This design comes from an exercise in tuning for small area on the open sky130 flow, not from production work. The RTL was checked by simulation tests, not by an equivalence proof against the original design. Power figures rest on the tool's default switching activity, not on a simulated workload.

### flow/run.sh
#!/bin/bash
# synth_recipe.tcl (not shown) runs the flow's synth.tcl, then flattens the netlist and writes it again
# the make line also repeats each setting of config.mk as NAME=value (left out here)
make -C /OpenROAD-flow-scripts/flow DESIGN_CONFIG=/design/flow/config.mk WORK_HOME=/design/flow/orfs CLKGATE_MAP_FILE= SYNTH_SCRIPT=/design/flow/synth_recipe.tcl finish
### flow/config.mk
export PLATFORM = sky130hd
export DESIGN_NAME = dragonbridge_top
export DESIGN_NICKNAME = dragonbridge_top
export VERILOG_FILES = /design/flow/design.v
export SDC_FILE = /design/flow/constraint.sdc
export NUM_CORES = 4
export LEC_CHECK = 0
export CAP_MARGIN = 20
export CORE_MARGIN = 2
export CORE_UTILIZATION = 40
export PLACE_DENSITY = 0.6
export SLEW_MARGIN = 20
### flow/constraint.sdc
create_clock -name core_clock -period 10.0 [get_ports {clk}]
set_input_delay 2.0000 -clock core_clock [delete_from_list [all_inputs] [get_ports {clk}]]
set_output_delay 2.0000 -clock core_clock [all_outputs]
set_load 0.01 [all_outputs]
### flow/design.v
`timescale 1ns / 1ps
module dragonbridge_top(
		input wire clk,
		input wire rst_n,
		output wire[2:0] led,
		input wire rxd,
		output wire txd,
		output wire cs_n,
		output wire sck,
		output wire mosi,
		input wire miso,
		input wire i2c_sda_i,
		output wire i2c_sda_o,
		output wire i2c_scl_o
	);
	reg rst_s;
	reg rst;
	assign led = {cs_n, txd, rxd};
	always @(posedge clk)
	begin
		rst_s <= ~rst_n;
		rst <= rst_s;
	end
	wire[7:0] spi_clk_div;
	wire spi_cpol;
	wire spi_cpha;
	wire spi_transfer_req;
	wire spi_transfer_ready;
	wire spi_transfer_done;
	wire[7:0] spi_to_agent;
	wire[7:0] spi_from_agent;
	wire[15:0] i2c_clk_div;
	wire i2c_start_req;
	wire i2c_stop_req;
	wire i2c_write_req;
	wire i2c_read_req;
	wire i2c_ready;
	wire i2c_host_ack;
	wire i2c_agent_ack;
	wire[7:0] i2c_to_agent;
	wire[7:0] i2c_from_agent;
	wire[15:0] uart_clk_div;
	wire uart_tx_req;
	wire[7:0] uart_tx_data;
	wire[7:0] uart_rx_data;
	wire uart_tx_ready;
	wire uart_rx_ready;
	dragonbridge_fsm dragonbridge_fsm_i(
		.clk(clk),
		.rst(rst),
		.spi_cs_n(cs_n),
		.spi_clk_div(spi_clk_div),
		.spi_cpol(spi_cpol),
		.spi_cpha(spi_cpha),
		.spi_transfer_req(spi_transfer_req),
		.spi_transfer_ready(spi_transfer_ready),
		.spi_transfer_done(spi_transfer_done),
		.spi_to_agent(spi_to_agent),
		.spi_from_agent(spi_from_agent),
		.i2c_clk_div(i2c_clk_div),
		.i2c_start_req(i2c_start_req),
		.i2c_stop_req(i2c_stop_req),
		.i2c_write_req(i2c_write_req),
		.i2c_read_req(i2c_read_req),
		.i2c_ready(i2c_ready),
		.i2c_host_ack(i2c_host_ack),
		.i2c_agent_ack(i2c_agent_ack),
		.i2c_to_agent(i2c_to_agent),
		.i2c_from_agent(i2c_from_agent),
		.uart_clk_div(uart_clk_div),
		.uart_tx_req(uart_tx_req),
		.uart_tx_data(uart_tx_data),
		.uart_rx_data(uart_rx_data),
		.uart_tx_ready(uart_tx_ready),
		.uart_rx_ready(uart_rx_ready),
		.cmd_count(),
		.last_tx(),
		.last_rx()
	);
	uart_gen2 uart_i(
		.clk(clk),
		.reset(rst),
		.clk_div(uart_clk_div),
		.tx_req(uart_tx_req),
		.tx_data(uart_tx_data),
		.rx(rxd),
		.tx(txd),
		.rx_data(uart_rx_data),
		.tx_ready(uart_tx_ready),
		.rx_ready(uart_rx_ready));
	spi_host spi_i(
		.clk(clk),
		.rst(rst),
		.clk_div(spi_clk_div),
		.cpol(spi_cpol),
		.cpha(spi_cpha),
		.sck(sck),
		.mosi(mosi),
		.miso(miso),
		.transfer_req(spi_transfer_req),
		.transfer_ready(spi_transfer_ready),
		.transfer_done(spi_transfer_done),
		.to_agent(spi_to_agent),
		.from_agent(spi_from_agent));
	I2C_phy_gen2 I2C_phy_i(
		.clk(clk),
		.rst(rst),
		.clk_div(i2c_clk_div),
		.start_req(i2c_start_req),
		.stop_req(i2c_stop_req),
		.write_req(i2c_write_req),
		.read_req(i2c_read_req),
		.ready(i2c_ready),
		.master_ack(i2c_host_ack),
		.slave_ack(i2c_agent_ack),
		.data_from_master(i2c_to_agent),
		.data_from_slave(i2c_from_agent),
		.i2c_sda_i(i2c_sda_i),
		.i2c_sda_o(i2c_sda_o),
		.i2c_scl_o(i2c_scl_o));
endmodule
`timescale 1ns / 1ps
module dragonbridge_fsm(
		input wire clk,
		input wire rst,
		output reg spi_cs_n,
		output reg[7:0] spi_clk_div,
		output reg spi_cpol,
		output reg spi_cpha,
		output reg spi_transfer_req,
		input wire spi_transfer_ready,
		input wire spi_transfer_done,
		output reg[7:0] spi_to_agent,
		input wire[7:0] spi_from_agent,
		output reg[15:0] i2c_clk_div,
		output reg i2c_start_req,
		output reg i2c_stop_req,
		output reg i2c_write_req,
		output reg i2c_read_req,
		input wire i2c_ready,
		output reg i2c_host_ack,
		input wire i2c_agent_ack,
		output reg[7:0] i2c_to_agent,
		input wire[7:0] i2c_from_agent,
		output reg[15:0] uart_clk_div,
		output reg uart_tx_req,
		output reg[7:0] uart_tx_data,
		input wire[7:0] uart_rx_data,
		input wire uart_tx_ready,
		input wire uart_rx_ready,
		output reg[7:0] cmd_count,
		output reg[7:0] last_tx,
		output reg[7:0] last_rx
	);
	localparam[7:0] CMD_NOP = 8'h00;		 
	localparam[7:0] CMD_TEST = 8'h01;	 
	localparam[7:0] CMD_BAUD = 8'h02;	 
	localparam[7:0] CMD_SPI_SPEED = 8'h03;	 
	localparam[7:0] CMD_SPI_MODE = 8'h04;	 
	localparam[7:0] CMD_SPI_CHIPSEL = 8'h05;	 
	localparam[7:0] CMD_SPI_TRANSFER = 8'h06;	 
	localparam[7:0] CMD_I2C_SPEED = 8'h07;	 
	localparam[7:0] CMD_I2C_START = 8'h08;	 
	localparam[7:0] CMD_I2C_STOP = 8'h09;	 
	localparam[7:0] CMD_I2C_WRITE = 8'h0A;	 
	localparam[7:0] CMD_I2C_READ = 8'h0B;	 
	localparam[7:0] CMD_I2C_HOST_ACK = 8'h0C;	 
	localparam[7:0] CMD_I2C_AGENT_ACK = 8'h0D;	 
	localparam[7:0] S_IDLE = 8'h00;
	localparam[7:0] S_TEST = 8'h01;
	localparam[7:0] S_TEST_REQ = 8'h02;
	localparam[7:0] S_BAUD_H = 8'h03;
	localparam[7:0] S_BAUD_L = 8'h04;
	localparam[7:0] S_SPI_SPEED = 8'h05;
	localparam[7:0] S_SPI_MODE = 8'h06;
	localparam[7:0] S_SPI_CHIPSEL = 8'h07;
	localparam[7:0] S_SPI_TRANSFER_GET = 8'h08;
	localparam[7:0] S_SPI_TRANSFER_SRQ = 8'h09;
	localparam[7:0] S_SPI_TRANSFER_SGT = 8'h0A;
	localparam[7:0] S_SPI_TRANSFER_URQ = 8'h0B;
	localparam[7:0] S_I2C_SPEED_H = 8'h0C;
	localparam[7:0] S_I2C_SPEED_L = 8'h0D;
	localparam[7:0] S_I2C_START_R = 8'h0E;
	localparam[7:0] S_I2C_START_W = 8'h0F;
	localparam[7:0] S_I2C_STOP_R = 8'h10;
	localparam[7:0] S_I2C_STOP_W = 8'h11;
	localparam[7:0] S_I2C_WRITE_GET = 8'h12;
	localparam[7:0] S_I2C_WRITE_W = 8'h13;
	localparam[7:0] S_I2C_READ_IGT = 8'h14;
	localparam[7:0] S_I2C_READ_URQ = 8'h15;
	localparam[7:0] S_I2C_HOST_ACK = 8'h16;
	localparam[7:0] S_I2C_AGENT_ACK = 8'h17;
	reg[7:0] state;
	reg[7:0] baud_buf;
	always @(posedge clk or posedge rst)
	begin
		if(rst)
		begin
			spi_cs_n <= 1'b0;
			spi_clk_div <= 8'h00;	 
			spi_cpol <= 1'b0;
			spi_cpha <= 1'b0;
			spi_transfer_req <= 1'b0;
			spi_to_agent <= 8'h00;
			i2c_clk_div <= 16'h0000;
			i2c_start_req <= 1'b0;
			i2c_stop_req <= 1'b0;
			i2c_write_req <= 1'b0;
			i2c_read_req <= 1'b0;
			i2c_host_ack <= 1'b0;
			i2c_to_agent <= 8'h00;
			uart_clk_div <= 16'd433;	 
			uart_tx_req <= 1'b0;
			uart_tx_data <= 8'h00;
			cmd_count <= 8'h00;
			last_tx <= 8'h00;
			last_rx <= 8'h00;
			state <= S_IDLE;
			baud_buf <= 8'h00;
		end
		else
		begin
			case(state)
			S_IDLE:
			begin
				if(uart_rx_ready)
				begin
					cmd_count <= cmd_count + 8'h01;
					case(uart_rx_data)
					CMD_NOP: ;
					CMD_TEST: state <= S_TEST;
					CMD_BAUD: state <= S_BAUD_H;
					CMD_SPI_SPEED: state <= S_SPI_SPEED;
					CMD_SPI_MODE: state <= S_SPI_MODE;
					CMD_SPI_CHIPSEL: state <= S_SPI_CHIPSEL;
					CMD_SPI_TRANSFER: state <= S_SPI_TRANSFER_GET;
					CMD_I2C_SPEED: state <= S_I2C_SPEED_H;
					CMD_I2C_START: state <= S_I2C_START_R;
					CMD_I2C_STOP: state <= S_I2C_STOP_R;
					CMD_I2C_WRITE: state <= S_I2C_WRITE_GET;
					CMD_I2C_READ: state <= S_I2C_READ_IGT;
					CMD_I2C_HOST_ACK: state <= S_I2C_HOST_ACK;
					CMD_I2C_AGENT_ACK: state <= S_I2C_AGENT_ACK;
					default: ;
					endcase
				end
			end
			S_TEST:
			begin
				if(uart_rx_ready)
				begin
					uart_tx_data <= uart_rx_data;
					uart_tx_req <= 1'b1;
					state <= S_TEST_REQ;
				end
			end
			S_TEST_REQ:
			begin
				if(uart_tx_ready)
				begin
					uart_tx_req <= 1'b0;
					state <= S_IDLE;
				end
			end
			S_BAUD_H:
			begin
				if(uart_rx_ready)
				begin
					baud_buf <= uart_rx_data;
					state <= S_BAUD_L;
				end
			end
			S_BAUD_L:
			begin
				if(uart_rx_ready)
				begin
					uart_clk_div <= {baud_buf, uart_rx_data};
					state <= S_IDLE;
				end
			end
			S_SPI_SPEED:
			begin
				if(uart_rx_ready)
				begin
					spi_clk_div <= uart_rx_data;
					state <= S_IDLE;
				end
			end
			S_SPI_MODE:
			begin
				if(uart_rx_ready)
				begin
					spi_cpha <= uart_rx_data[0];
					spi_cpol <= uart_rx_data[1];
					state <= S_IDLE;
				end
			end
			S_SPI_CHIPSEL:
			begin
				if(uart_rx_ready)
				begin
					spi_cs_n <= uart_rx_data[0];
					state <= S_IDLE;
				end
			end
			S_SPI_TRANSFER_GET:
			begin
				if(uart_rx_ready)
				begin
					spi_to_agent <= uart_rx_data;
					last_tx <= uart_rx_data;
					spi_transfer_req <= 1'b1;
					state <= S_SPI_TRANSFER_SRQ;
				end
			end
			S_SPI_TRANSFER_SRQ:
			begin
				if(spi_transfer_ready)
				begin
					spi_transfer_req <= 1'b0;
					state <= S_SPI_TRANSFER_SGT;
				end
			end
			S_SPI_TRANSFER_SGT:
			begin
				if(spi_transfer_done)
				begin
					uart_tx_data <= spi_from_agent;
					last_rx <= spi_from_agent;
					uart_tx_req <= 1'b1;
					state <= S_SPI_TRANSFER_URQ;
				end
			end
			S_SPI_TRANSFER_URQ:
			begin
				if(uart_tx_ready)
				begin
					uart_tx_req <= 1'b0;
					state <= S_IDLE;
				end
			end
			S_I2C_SPEED_H:
			begin
				if(uart_rx_ready)
				begin
					i2c_clk_div[15:8] <= uart_rx_data;
					state <= S_I2C_SPEED_L;
				end
			end
			S_I2C_SPEED_L:
			begin
				if(uart_rx_ready)
				begin
					i2c_clk_div[7:0] <= uart_rx_data;
					state <= S_IDLE;
				end
			end
			S_I2C_START_R:
			begin
				i2c_start_req <= 1'b1;
				state <= S_I2C_START_W;
			end
			S_I2C_START_W:
			begin
				if(i2c_ready)
				begin
					i2c_start_req <= 1'b0;
					state <= S_IDLE;
				end
			end
			S_I2C_STOP_R:
			begin
				i2c_stop_req <= 1'b1;
				state <= S_I2C_STOP_W;
			end
			S_I2C_STOP_W:
			begin
				if(i2c_ready)
				begin
					i2c_stop_req <= 1'b0;
					state <= S_IDLE;
				end
			end
			S_I2C_WRITE_GET:
			begin
				if(uart_rx_ready)
				begin
					i2c_to_agent <= uart_rx_data;
					last_tx <= uart_rx_data;
					i2c_write_req <= 1'b1;
					state <= S_I2C_WRITE_W;
				end
			end
			S_I2C_WRITE_W:
			begin
				if(i2c_ready)
				begin
					i2c_write_req <= 1'b0;
					state <= S_IDLE;
				end
			end
			S_I2C_READ_IGT:
			begin
				i2c_read_req <= 1'b1;
				if(i2c_ready)
				begin
					i2c_read_req <= 1'b0;
					uart_tx_data <= i2c_from_agent;
					last_rx <= i2c_from_agent;
					uart_tx_req <= 1'b1;
					state <= S_I2C_READ_URQ;
				end
			end
			S_I2C_READ_URQ:
			begin
				if(uart_tx_ready)
				begin
					uart_tx_req <= 1'b0;
					state <= S_IDLE;
				end
			end
			S_I2C_HOST_ACK:
			begin
				if(uart_rx_ready)
				begin
					i2c_host_ack <= uart_rx_data[0];
					state <= S_IDLE;
				end
			end
			S_I2C_AGENT_ACK:
			begin
				uart_tx_data <= {7'h00, i2c_agent_ack};
				uart_tx_req <= 1'b1;
				if(uart_tx_ready)
				begin
					uart_tx_req <= 1'b0;
					state <= S_IDLE;
				end
			end
			default: ;
			endcase
		end
	end
endmodule
module uart_gen2(
		input wire clk,
		input wire reset,
		input wire[15:0] clk_div,
		input wire tx_req,
		input wire[7:0] tx_data,
		input wire rx,
		output wire tx,
		output reg[7:0] rx_data,
		output reg tx_ready,
		output reg rx_ready);
	reg[15:0] rx_timer;
	reg[9:0] rx_frame;
	reg rx_active;
	reg[15:0] tx_timer;
	reg[9:0] tx_frame;
	reg tx_active;
	wire rx_time;
	wire tx_time;
	reg rx_s;
	reg prev_tx_req;
	assign tx_time = (tx_timer == clk_div);
	assign rx_time = (rx_timer == clk_div);
	assign tx = tx_frame[0];
	always @(posedge clk)
	begin
		rx_s <= rx;
		prev_tx_req <= tx_req;
		if(reset)
		begin
			rx_timer <= 0;
			rx_active <= 0;
			tx_active <= 0;
			tx_timer <= 0;
			tx_ready <= 0;
			rx_ready <= 0;
			rx_data <= 0;
			tx_frame <= 10'b1111111111;
			rx_frame <= 10'b1111111111;
		end
		else
		begin
			if(rx_active)
			begin
				if(rx_time)
				begin
					rx_timer <= 0;
					rx_frame <= {rx_s, rx_frame[9:1]};
				end
				else
					rx_timer <= rx_timer + 16'h01;
			end
			else
			begin
				rx_timer <= {1'b0, clk_div[15:1]};	 
				rx_frame <= 10'b1111111111;
			end
			if(~rx_s)	 
				rx_active <= 1'b1;
			if(~rx_frame[0] & rx_active)
			begin
				rx_active <= 1'b0;
				rx_ready <= 1'b1;
				rx_data <= rx_frame[8:1];
			end
			else
				rx_ready <= 1'b0;
			if(tx_active)
			begin
				if(tx_time)
				begin
					tx_timer <= 0;
					tx_frame <= {1'b0, tx_frame[9:1]};
				end
				else
					tx_timer <= tx_timer + 16'h01;
			end
			else
			begin
				tx_timer <= 0;
				tx_frame <= 10'b1111111111;
			end
			if(tx_req & (~prev_tx_req))
			begin
				tx_active <= 1'b1;
				tx_frame <= {1'b1, tx_data, 1'b0};
			end
			if((tx_frame[9:1] == 9'h00) && tx_time)
			begin
				tx_active <= 1'b0;
				tx_frame <= 10'b1111111111;
				tx_ready <= 1'b1;
			end
			else
				tx_ready <= 1'b0;
		end
	end
endmodule
module spi_host(
		input wire clk,
		input wire rst,
		input wire[7:0] clk_div,
		input wire cpol,
		input wire cpha,
		output reg sck,
		output wire mosi,
		input wire miso,
		input wire transfer_req,
		output wire transfer_ready,
		output reg transfer_done,
		input wire[7:0] to_agent,
		output wire[7:0] from_agent);
	wire timer_pulse;
	wire last_cycle;
	wire load_en;
	wire shift_en;
	wire next_load_en;
	wire next_shift_en;
	wire[7:0] load_data;
	reg[3:0] cycle_count;
	reg[7:0] timer;
	reg transfer_active;
	reg load_en_ff;
	reg shift_en_ff;
	reg[7:0] load_data_hold;
	reg[7:0] tx_shift;
	reg[7:0] rx_shift;
	assign timer_pulse = ~|timer;
	assign last_cycle = &cycle_count;
	assign next_load_en = last_cycle & transfer_req;
	assign load_en = cpha ? load_en_ff : next_load_en;
	assign next_shift_en = transfer_active & cycle_count[0];
	assign shift_en = cpha ? shift_en_ff : next_shift_en;
	assign load_data = cpha ? load_data_hold : to_agent;
	assign mosi = tx_shift[7];
	assign transfer_ready = last_cycle & timer_pulse;
	assign from_agent = rx_shift;
	always @(posedge clk or posedge rst)
	begin
		if(rst)
		begin
			sck <= 1'b0;
			transfer_done <= 1'b0;
			cycle_count <= 4'hF;
			timer <= 8'h00;
			transfer_active <= 1'b0;
			load_en_ff <= 1'b0;
			shift_en_ff <= 1'b0;
			load_data_hold <= 8'h00;
			tx_shift <= 8'h00;
			rx_shift <= 8'h00;
		end
		else
		begin
			if(timer_pulse)
			begin
				if(last_cycle & transfer_req)
					cycle_count <= 4'h0;
				else if(~last_cycle)
					cycle_count <= cycle_count + 4'h1;
			end
			if(timer == clk_div || (transfer_ready & ~transfer_req))
				timer <= 8'h0;
			else
				timer <= timer + 8'h01;
			if(transfer_ready)
				transfer_active <= transfer_req;
			if(timer_pulse)
			begin
				load_en_ff <= next_load_en;
				shift_en_ff <= next_shift_en;
				load_data_hold <= to_agent;
			end
			if(shift_en & timer_pulse)
				tx_shift <= {tx_shift[6:0], load_data[0]};
			if((shift_en ^ cpha) & timer_pulse)
				rx_shift <= {rx_shift[6:0], miso};
			if(load_en & timer_pulse)
				tx_shift <= load_data;
			if(timer_pulse)
			begin
				if(last_cycle)
					sck <= cpol;
				else
					sck <= ~sck;
			end
			transfer_done <= transfer_active & last_cycle & timer_pulse;
		end
	end
endmodule
module I2C_phy_gen2(
		input wire clk,
		input wire rst,
		input wire[15:0] clk_div,
		input wire start_req,
		input wire stop_req,
		input wire write_req,
		input wire read_req,
		output reg ready,
		input wire master_ack,
		output wire slave_ack,
		input wire[7:0] data_from_master,
		output wire[7:0] data_from_slave,
		input wire i2c_sda_i,
		output wire i2c_sda_o,
		output wire i2c_scl_o);
	wire clk_p1;	 
	wire clk_p2;	 
	reg clk_i2c;	 
	reg clk_active;
	reg tx_active;
	reg rx_active;
	reg[15:0] clk_cnt;
	reg prev_start_req;
	reg prev_stop_req;
	reg prev_write_req;
	reg prev_read_req;
	reg start_req_flag;
	reg stop_req_flag;
	reg write_req_flag;
	reg read_req_flag;
	reg[10:0] tx_frame;	 
	reg[8:0] rx_frame;	 
	wire tx_done;
	wire rx_done;
	assign clk_p1 = (clk_cnt == 16'h0000);
	assign clk_p2 = (clk_cnt == {1'b0, clk_div[15:1]});
	assign tx_done = &tx_frame[8:0] & tx_active;
	assign rx_done = &tx_frame[8:0] & rx_active;
	assign i2c_scl_o = clk_i2c;
	assign i2c_sda_o = tx_frame[10];
	assign data_from_slave = rx_frame[8:1];
	assign slave_ack = ~rx_frame[0];
	always @(posedge clk)
	begin
		ready <= 1'b0;
		if(rst)
		begin
			clk_cnt <= 16'h0000;
			clk_i2c <= 1'b1;
			tx_frame[10] <= 1'b1;
			clk_active <= 1'b0;
			tx_active <= 1'b0;
			rx_active <= 1'b0;
			prev_start_req <= 1'b0;
			prev_stop_req <= 1'b0;
			prev_write_req <= 1'b0;
			prev_read_req <= 1'b0;
			start_req_flag <= 1'b0;
			stop_req_flag <= 1'b0;
			write_req_flag <= 1'b0;
			read_req_flag <= 1'b0;
		end
		else
		begin
			prev_start_req <= start_req;
			prev_stop_req <= stop_req;
			prev_write_req <= write_req;
			prev_read_req <= read_req;
			if(start_req & ~prev_start_req)
				start_req_flag <= 1'b1;
			if(stop_req & ~prev_stop_req)
				stop_req_flag <= 1'b1;
			if(write_req & ~prev_write_req)
				write_req_flag <= 1'b1;
			if(read_req & ~prev_read_req)
				read_req_flag <= 1'b1;
			if(clk_cnt == clk_div)
				clk_cnt <= 16'h0000;
			else
				clk_cnt <= clk_cnt + 16'h0001;
			if(clk_active & clk_p2)
				clk_i2c <= ~clk_i2c;
			if((tx_active | rx_active) & clk_p1 & ~clk_i2c)
				tx_frame <= {tx_frame[9:0], 1'b1};
			if((tx_active | rx_active) & clk_p1 & clk_i2c)
				rx_frame <= {rx_frame[7:0], i2c_sda_i};
			if(start_req_flag & clk_p1 & clk_i2c)	 
				clk_active <= 1'b1;
			if(start_req_flag & clk_p1 & ~clk_i2c)	 
				tx_frame[10] <= 1'b1;
			if(start_req_flag & clk_p1 & clk_i2c & clk_active)
			begin
				clk_active <= 1'b0;	 
				tx_frame[10] <= 1'b0;	 
				start_req_flag <= 1'b0;
				ready <= 1'b1;
			end
			if(stop_req_flag & clk_p1 & clk_i2c)	 
				clk_active <= 1'b1;
			if(stop_req_flag & clk_p1 & ~clk_i2c)	 
				tx_frame[10] <= 1'b0;
			if(stop_req_flag & clk_p1 & clk_i2c & clk_active)
			begin
				clk_active <= 1'b0;	 
				tx_frame[10] <= 1'b1;	 
				stop_req_flag <= 1'b0;
				ready <= 1'b1;
			end
			if(write_req_flag & clk_p1 & clk_i2c)	 
			begin
				clk_active <= 1'b1;
				tx_active <= 1'b1;
				write_req_flag <= 1'b0;
				tx_frame[9:0] <= {data_from_master, 1'b1, 1'b0};
			end
			if(tx_done & clk_p1 & clk_i2c)
			begin
				clk_active <= 1'b0;
				tx_active <= 1'b0;
				ready <= 1'b1;
			end
			if(read_req_flag & clk_p1 & clk_i2c)
			begin
				clk_active <= 1'b1;
				rx_active <= 1'b1;
				read_req_flag <= 1'b0;
				tx_frame[9:0] <= {8'hff, ~master_ack, 1'b0};
			end
			if(rx_done & clk_p1 & clk_i2c)
			begin
				clk_active <= 1'b0;
				rx_active <= 1'b0;
				ready <= 1'b1;
			end
		end
	end
endmodule
==> results.txt <==
## state kept, by name, summed over array words and instances (netlist names), 10 cells and up
name	flops
I2C_phy_i.clk_cnt	16
I2C_phy_i.tx_frame	11
dragonbridge_fsm_i.i2c_clk_div	16
dragonbridge_fsm_i.uart_clk_div	16
uart_i.rx_frame	10
uart_i.rx_timer	16
uart_i.tx_frame	10
uart_i.tx_timer	16
## stage by stage
step | hold slack (ns) | total power, W | utilization [%] | instances
CTS | 0.345 | 0.00199 | 45.3 | 1488
floorplan | 0.310 | 0.00103 | - | 1098
detailed placement | 0.314 | 0.00104 | 42.3 | 1436
global placement | 0.332 | 0.00104 | 42.3 | 1436
finish | 0.345 | 0.00196 | 45.3 | 1488
global route | 0.355 | 0.00204 | 45.3 | 1488
## cells by family after synthesis
kind of cell / after synthesis
simple gates: 361
flops: 245
compound gates: 151
mux: 127
xor+xnor: 118
buf+inv: 89
fa+ha+maj: 7
## cell usage in the layout (no fill, tap or decap), types with 9 or more instances in the layout
cell type,Yosys,routed
edfxtp_1,19,19
clkdlybuf4s50_1,0,13
nand4_1,25,25
and3_1,16,16
dfrtp_1,119,119
mux2i_1,36,36
xor2_1,28,28
nor2_1,89,89
dfxtp_1,98,98
dfstp_2,9,9
a21oi_1,40,40
clkbuf_16,0,29
nand3_1,32,32
inv_1,25,24
nand2_1,109,109
o22ai_1,11,11
mux2_2,81,81
clkbuf_1,33,10
o21ai_0,37,37
nor3_1,26,26
xnor2_1,90,90
## worst paths after layout
kind | slack, ns | start | cells past startpoint | endpoint
max in group asynchronous | 8.06 | rst | 3 | spi_i.load_data_hold[2]
setup / recovery | 5.00 | rxd | 2 | led[0]
hold reg to reg | 0.35 | rst_s | 0 | rst
hold / removal | 0.35 | rst_s | 0 | rst
setup reg to reg | 7.01 | I2C_phy_i.clk_cnt[0] | 8 | I2C_phy_i.tx_frame[3]
min in group asynchronous | 0.62 | rst | 2 | dragonbridge_fsm_i.i2c_to_agent[7]
## metal layers
| layer | GRT usage [%] | vias up | part of all wire [%] |
|---|---|---|---|
| met5 | 0 | - | 0 |
| met4 | 3.92 | 0 | 1.7 |
| met3 | 2.42 | 37 | 3.8 |
| met2 | 25.6 | 123 | 44 |
| met1 | 24.3 | 3883 | 51 |
| li1 | - | 3835 | - |
## layout make-up
class                           count  area [sq um]
Multi-Input combinational cell    764          5340
Clock buffer                       41           791
Tap cell                          378           473
Sequential cell                   245          5750
Inverter                           28           110
Fill cell                        2650         15300
Timing Repair Buffer               21           190
Clock inverter                     11          51.3
## power breakdown
part           internal (W)  switching [W]   total, W  leakage (nW)
clock              0.000544       0.000396   0.000940         0.411
combinational    0.00000495      0.0000187  0.0000236          1.85
sequential         0.000997     0.00000163   0.000999          2.71
total               0.00155       0.000416    0.00196          4.97
==> metrics.cfg <==
[grt]
antenna_violations_before_repair = 0
via_count_of_the_first_global_routing_pass = 7734
global_route.usage.total_pct = 16.5
grt_pass1_wl_um = 41200
globalRouteOverflowTotal = 0
grt_max_degree = 74

[logic_synthesis]
async_flop_share_pct = 52.2
synth.lib_cells_used.distinct = 77
syn_nets = 1110
synthSimpleGateAreaFrac_pct = 16.0
synth_area_leaders = dfrtp_1, dfxtp_1, mux2_2
yosys.area.top_type_share_pct = 26.0
post_synth_instance_area_sq_mm = 0.0115
synth-compound-area-share_pct = 8.54
synth_top_family_by_area = simple AND/OR/NAND/NOR gates
synth_xor_xnor_area_share_pct = 9.03
yosys_register_bits = 245
syn-instance-count = 1098
synth_most_common_cell = dfrtp_1
syn-mean-instance-area_sq_um = 10.4
number_of_synthesized_flops_with_an_enable_pin = 19
ys_top_cells_by_count = dfrtp_1, nand2_1, dfxtp_1, xnor2_1, nor2_1
muxShareOfSynthArea_pct = 12.2
yosys_warnings = 5
synth-seq-area-share_pct = 50.2
synth_top_area_cell = dfrtp_1
ys_dominant_reg_cell = dfrtp_1
yosys.area_share.adder_pct = 0.765

[sta]
timing.setup.tns_ns = 0
final.min_clock_period_ns = 5.00
fmax_mhz = 200
fin_crit_sh_pct = 50.0
maxSlewViolCount = 0
timing.max_slew.rel_slack_pct = 37.2
worst_pin_slew_ns = 0.942
final-setup-viol-count = 0
hold_viol = 0
grt_setup_unrepaired = no
post-route-worst-setup-slack_ns = 5.00
finClkSkew_ns = 0.0104

[setup_path]
timing.setup.critical_path_class = in -> out
crit_required_ns = 8.00
crit_fanout = 2
endpoint_kind = output pin
cp.buffers_inverters = 2
max_stage_delay_cell_worst_path = clkdlybuf4s50_1
critical_path_arrival_ns = 3.00
cpMostUsedCell = clkdlybuf4s50_1
start_kind = input pin
critical-path-top-delay-family = buffers and inverters
critical_path.cell_chain = clkdlybuf4s50_1, clkdlybuf4s50_1
critical_path.max_stage_delay_ns = 0.53

[final_layout]
num-nets-final = 1100
n_antenna_cell = 0
post-route-cell-area_sq_mm = 0.0127
drive_gt1_share_pct = 14.5
synth_to_layout_area_growth_pct = 10.9

[place]
numPortBuffers = 13
dpl-instance-area_sq_mm = 0.0119
pre_cts_slack_ns = 5.00
dp.final_hpwl_um = 16000
finalWeightedCongestion = 0.844

[detailed_routing]
routed_wirelength_um = 24600
avgViaCountPerCell = 5.29
post-route-drc-count = 0
drtAntennaViolNets = 0
drt_first_iter_violations = 580
dr.pass1.iters = 5
via_count = 7878
post_drt_wl_per_cell_um = 16.6

[cts]
clock_tree_buf_depth = 3
clock-sinks = 245
cts_post_setup_buffers_inserted = 0
ctsHoldBuffers = 0
cts_root_buffer = clkbuf_16
clock_tree_from_tritoncts = done
clk_transition_reported_paths_ns = 0.06
cts_buffers = 28
clock_latency_ns = 0.54
clock_tree.htree_level_count = 1
cts_repair_resize_count = 0

[floorplanning]
fp.coreArea_sq_mm = 0.0280
ios = 14
floorplan.initialDensity_pct = 40.9
die-height_um = 173
dieWidth_um = 173
row_count = 61
floorplan.die_area_sq_mm = 0.0300

[power_and_ir_drop]
cellPowerDensity_mw_per_mm2 = 155
power_leakage_nw = 4.97
irDropWorstVdd_uv = 123

[outcome]
outcome = no timing/DRC/antenna violations

[worst_hold_path]
hold_path.class = reg -> reg

[job]
maxCapViolations = 0

==> static timing again, ports no longer ideal <==
Ports are ideal in the flow. The routed layout listed here was re-timed in OpenROAD. Step 1: set_driving_cell puts a clkbuf_16 on clk and a buf_2 on each other input, an assumption about the parent block. Step 2 also shifts input and output timing later by t, the mid clock arrival at the registers, as if the neighbouring blocks saw the same clock. Slacks: ideal ports / drivers / drivers and shift; pairs: ideal ports / drivers.
t, ns: 0.583
slack for setup (ns): 5.004 / 4.976 / 4.976
worst setup path at the end: input to output
clock arrival spread, ns: 0.011 / 0.011
worst register clock-pin slew, ns: 0.06 / 0.06
After both steps this run still meets setup and hold. The setup slack of this run moves by -0.028 ns with the drivers and by -0.028 ns with both steps.
